Background: an optimization exercise with open tools, aiming at small area and a short achievable clock period. Do not read the settings as production practice. The RTL was checked by simulation tests, not by an equivalence proof against the original design. No driver is modelled on the clock port, so clock power and skew are understated where the tree is cut down; a real chip needs a root buffer or a tree. Power and IR drop assume default switching activity.

==> flow/design.v <==
module syc_FIFO #(
    parameter DATA_WIDTH = 32,
    parameter DEPTH      = 16
)(
    input                       wr_en,
    input                       rd_en,
    input      [DATA_WIDTH-1:0] wr_data,
    input                       clk,
    input                       rstb,
    output reg [DATA_WIDTH-1:0] rd_data,
    output reg                  full,
    output wire                 empty
);
    localparam J = DEPTH / 2;
    reg [DATA_WIDTH-1:0] memory [DEPTH-1:0];
    reg [DEPTH-1:0]      wr_sel, rd_sel;
    reg [DEPTH-1:0]      rd_mux_lo, rd_mux_hi;
    reg [J-1:0]          fill;
    reg                  not_empty;
    assign empty = ~not_empty;
    wire wr = wr_en & ~full;
    wire rd = rd_en & not_empty;
    wire one_word = fill[0] & ~fill[1];           
    wire one_free = fill[J-1] & ~fill[J-2];       
    wire up   = wr & ~rd;                         
    wire down = rd & ~wr;                         
    wire wr_load = full & rd_en;
    wire wr_step = wr_en & ~full & (rd_en | ~one_free);
    wire wr_hold = full ? ~rd_en : ~wr_en;
    wire rd_load = ~not_empty & wr_en;
    wire rd_step = rd_en & not_empty & (wr_en | ~one_word);
    wire rd_hold = not_empty ? ~rd_en : ~wr_en;
    wire [DEPTH-1:0] wr_sel_next = ({DEPTH{wr_load}} & rd_sel)
                                 | ({DEPTH{wr_step}} & {wr_sel[DEPTH-2:0], wr_sel[DEPTH-1]})
                                 | ({DEPTH{wr_hold}} & wr_sel);
    wire [DEPTH-1:0] rd_sel_next = ({DEPTH{rd_load}} & wr_sel)
                                 | ({DEPTH{rd_step}} & {rd_sel[DEPTH-2:0], rd_sel[DEPTH-1]})
                                 | ({DEPTH{rd_hold}} & rd_sel);
    integer i;
    always @(posedge clk)
        for (i = 0; i < DEPTH; i = i + 1)
            if (wr_en & wr_sel[i]) memory[i] <= wr_data;
    localparam LO = DATA_WIDTH / 2;
    reg [DATA_WIDTH-1:0] rd_word;
    always @* begin
        rd_word = {DATA_WIDTH{1'b0}};
        for (i = 0; i < DEPTH; i = i + 1)
            rd_word = rd_word | (memory[i] & {{(DATA_WIDTH-LO){rd_mux_hi[i]}}, {LO{rd_mux_lo[i]}}});
    end
    always @(posedge clk) begin
        rd_mux_lo <= rd_sel_next;
        rd_mux_hi <= rd_sel_next;
    end
    always @(posedge clk or negedge rstb) begin
        if (!rstb) begin
            wr_sel    <= 1;
            rd_sel    <= 0;
            fill      <= 0;
            rd_data   <= 0;
            full      <= 1'b0;
            not_empty <= 1'b0;
        end else begin
            if (rd) rd_data <= rd_word;
            wr_sel <= wr_sel_next;
            rd_sel <= rd_sel_next;
            full      <= full ? ~rd_en : (wr_en & ~rd_en & one_free);
            not_empty <= not_empty ? ~(rd_en & ~wr_en & one_word) : wr_en;
            if (up)
                fill <= {fill[J-2:0], ~fill[J-1]};
            else if (down)
                fill <= {~fill[0], fill[J-1:1]};
        end
    end
endmodule
Settings: LEC_CHECK=0, CAP_MARGIN=20, CORE_MARGIN=2, CORE_UTILIZATION=40, SETUP_SLACK_MARGIN=1.25, SLEW_MARGIN=20; clock period 3.0 ns.
standard.sh (not shown) runs the stock make flow with config.mk's settings and CLKGATE_MAP_FILE= SYNTH_SCRIPT=/design/flow/synth_recipe.tcl, a recipe that flattens the netlist after the stock synthesis.
==> flow/flow/run.sh <==
#!/bin/bash
# Standard ORFS layout (the standard.sh, synthesis unchanged) with:
#  - port buffers of a plain buffer cell instead of the one buffer_ports picks;
#  - a hand-built two-level clock tree (flow/pre_cts.tcl, flow/mancts.tcl)
#    in place of TritonCTS's three-level one;
#  - gate sizing not held to cells of the same footprint.
set -uo pipefail
here=$(pwd)
bash standard.sh \
  BUFFER_PORTS_ARGS="-buffer_cell sky130_fd_sc_hd__buf_4" \
  PRE_CTS_TCL="$here/flow/pre_cts.tcl" \
  MATCH_CELL_FOOTPRINT=0 \
  finish > flow_make.log 2>&1
Other scripts of this flow, unchanged in this note and not shown: flow/flow/mancts.tcl, flow/flow/pre_cts.tcl
Edit:
--- a/flow/flow/run.sh
+++ b/flow/flow/run.sh
@@ -9,3 +9,3 @@
 bash standard.sh \
-  BUFFER_PORTS_ARGS="-buffer_cell sky130_fd_sc_hd__buf_4" \
+  BUFFER_PORTS_ARGS="-buffer_cell sky130_fd_sc_hd__buf_2" \
   PRE_CTS_TCL="$here/flow/pre_cts.tcl" \
--- a/flow/config.mk
+++ b/flow/config.mk
@@ -10,3 +10,3 @@
 export CORE_UTILIZATION = 40
-export SETUP_SLACK_MARGIN = 1.25
+export SETUP_SLACK_MARGIN = 1.4
 export SLEW_MARGIN = 20
Design area is higher by 1.2%.
Synthesized area stays the same.
Setup slack gains 0.086 ns.
Sequential share of layout area is lower by 0.88 points.
Die area does not change.
Edit:
--- a/flow/config.mk
+++ b/flow/config.mk
@@ -9,4 +9,4 @@
 export CORE_MARGIN = 2
-export CORE_UTILIZATION = 40
-export SETUP_SLACK_MARGIN = 1.4
+export CORE_UTILIZATION = 50
+export SETUP_SLACK_MARGIN = 1.35
 export SLEW_MARGIN = 20
The new run completed with no timing, DRC or antenna violations.
Hold slack gets worse by 0.11 ns.
Global-route usage is higher by 5.0 points.
Core utilization went up by 11 points.
Synthesized cell count does not change.
Worst setup slack is worse by 0.027 ns.
Wire length is lower slightly.
Die area falls by about a fifth.
Cell count is lower by a little under a tenth.
Via count is about the same.
Cell area went down slightly.
Total power is about the same.
Edit:
--- a/flow/flow/run.sh
+++ b/flow/flow/run.sh
@@ -9,3 +9,3 @@
 bash standard.sh \
-  BUFFER_PORTS_ARGS="-buffer_cell sky130_fd_sc_hd__buf_2" \
+  BUFFER_PORTS_ARGS="-buffer_cell sky130_fd_sc_hd__buf_4" \
   PRE_CTS_TCL="$here/flow/pre_cts.tcl" \
--- a/flow/config.mk
+++ b/flow/config.mk
@@ -9,4 +9,4 @@
 export CORE_MARGIN = 2
-export CORE_UTILIZATION = 50
-export SETUP_SLACK_MARGIN = 1.35
+export CORE_UTILIZATION = 40
+export SETUP_SLACK_MARGIN = 1.45
 export SLEW_MARGIN = 20
What happened:
- combinational power rose by a quarter to a third
- routed wire length rose by about a fifth
- power rose slightly
- global-route usage fell by 2.1 points
- register-to-register slack got worse by 0.04 ns
- sequential power hardly moves
- clock power rose slightly
No run of this note takes its clock network from TritonCTS; it comes from the design's own scripts or RTL.

==> re-timing with driven ports <==
Ports are ideal in the flow. The routed layouts listed here were re-timed in OpenROAD.
Step 1 sets driving cells, clkbuf_16 on the clock port and buf_2 on the other inputs (assumed; they add their load-dependent delay and slew).
Step 2 times the ports against the registers' clock, not the clock port: input delays grow and output delays shrink by t, the midpoint of the rising clock arrivals with the driver on.
a / b / c = ideal ports / drivers / drivers and shift; a / b = the first two.
| run | shift t [ns] | setup slack, ns | worst hold slack (ns) | cell pins on the clock port's net |
|---|---|---|---|---|
| the first run | 0.478 | 1.320 / 1.246 / 1.019 | 0.183 / 0.095 / 0.488 | 4 |
| the second run | 0.461 | 1.406 / 1.324 / 1.040 | 0.306 / 0.221 / 0.483 | 4 |
| the third run | 0.469 | 1.379 / 1.286 / 1.085 | 0.198 / 0.107 / 0.480 | 4 |
| the fourth run | 0.484 | 1.343 / 1.298 / 1.013 | 0.191 / 0.090 / 0.488 | 4 |
After both steps setup and hold are still met in every run listed. The setup slack of the second run, which loses most, moves by -0.082 ns with the drivers and by -0.366 ns with both steps.
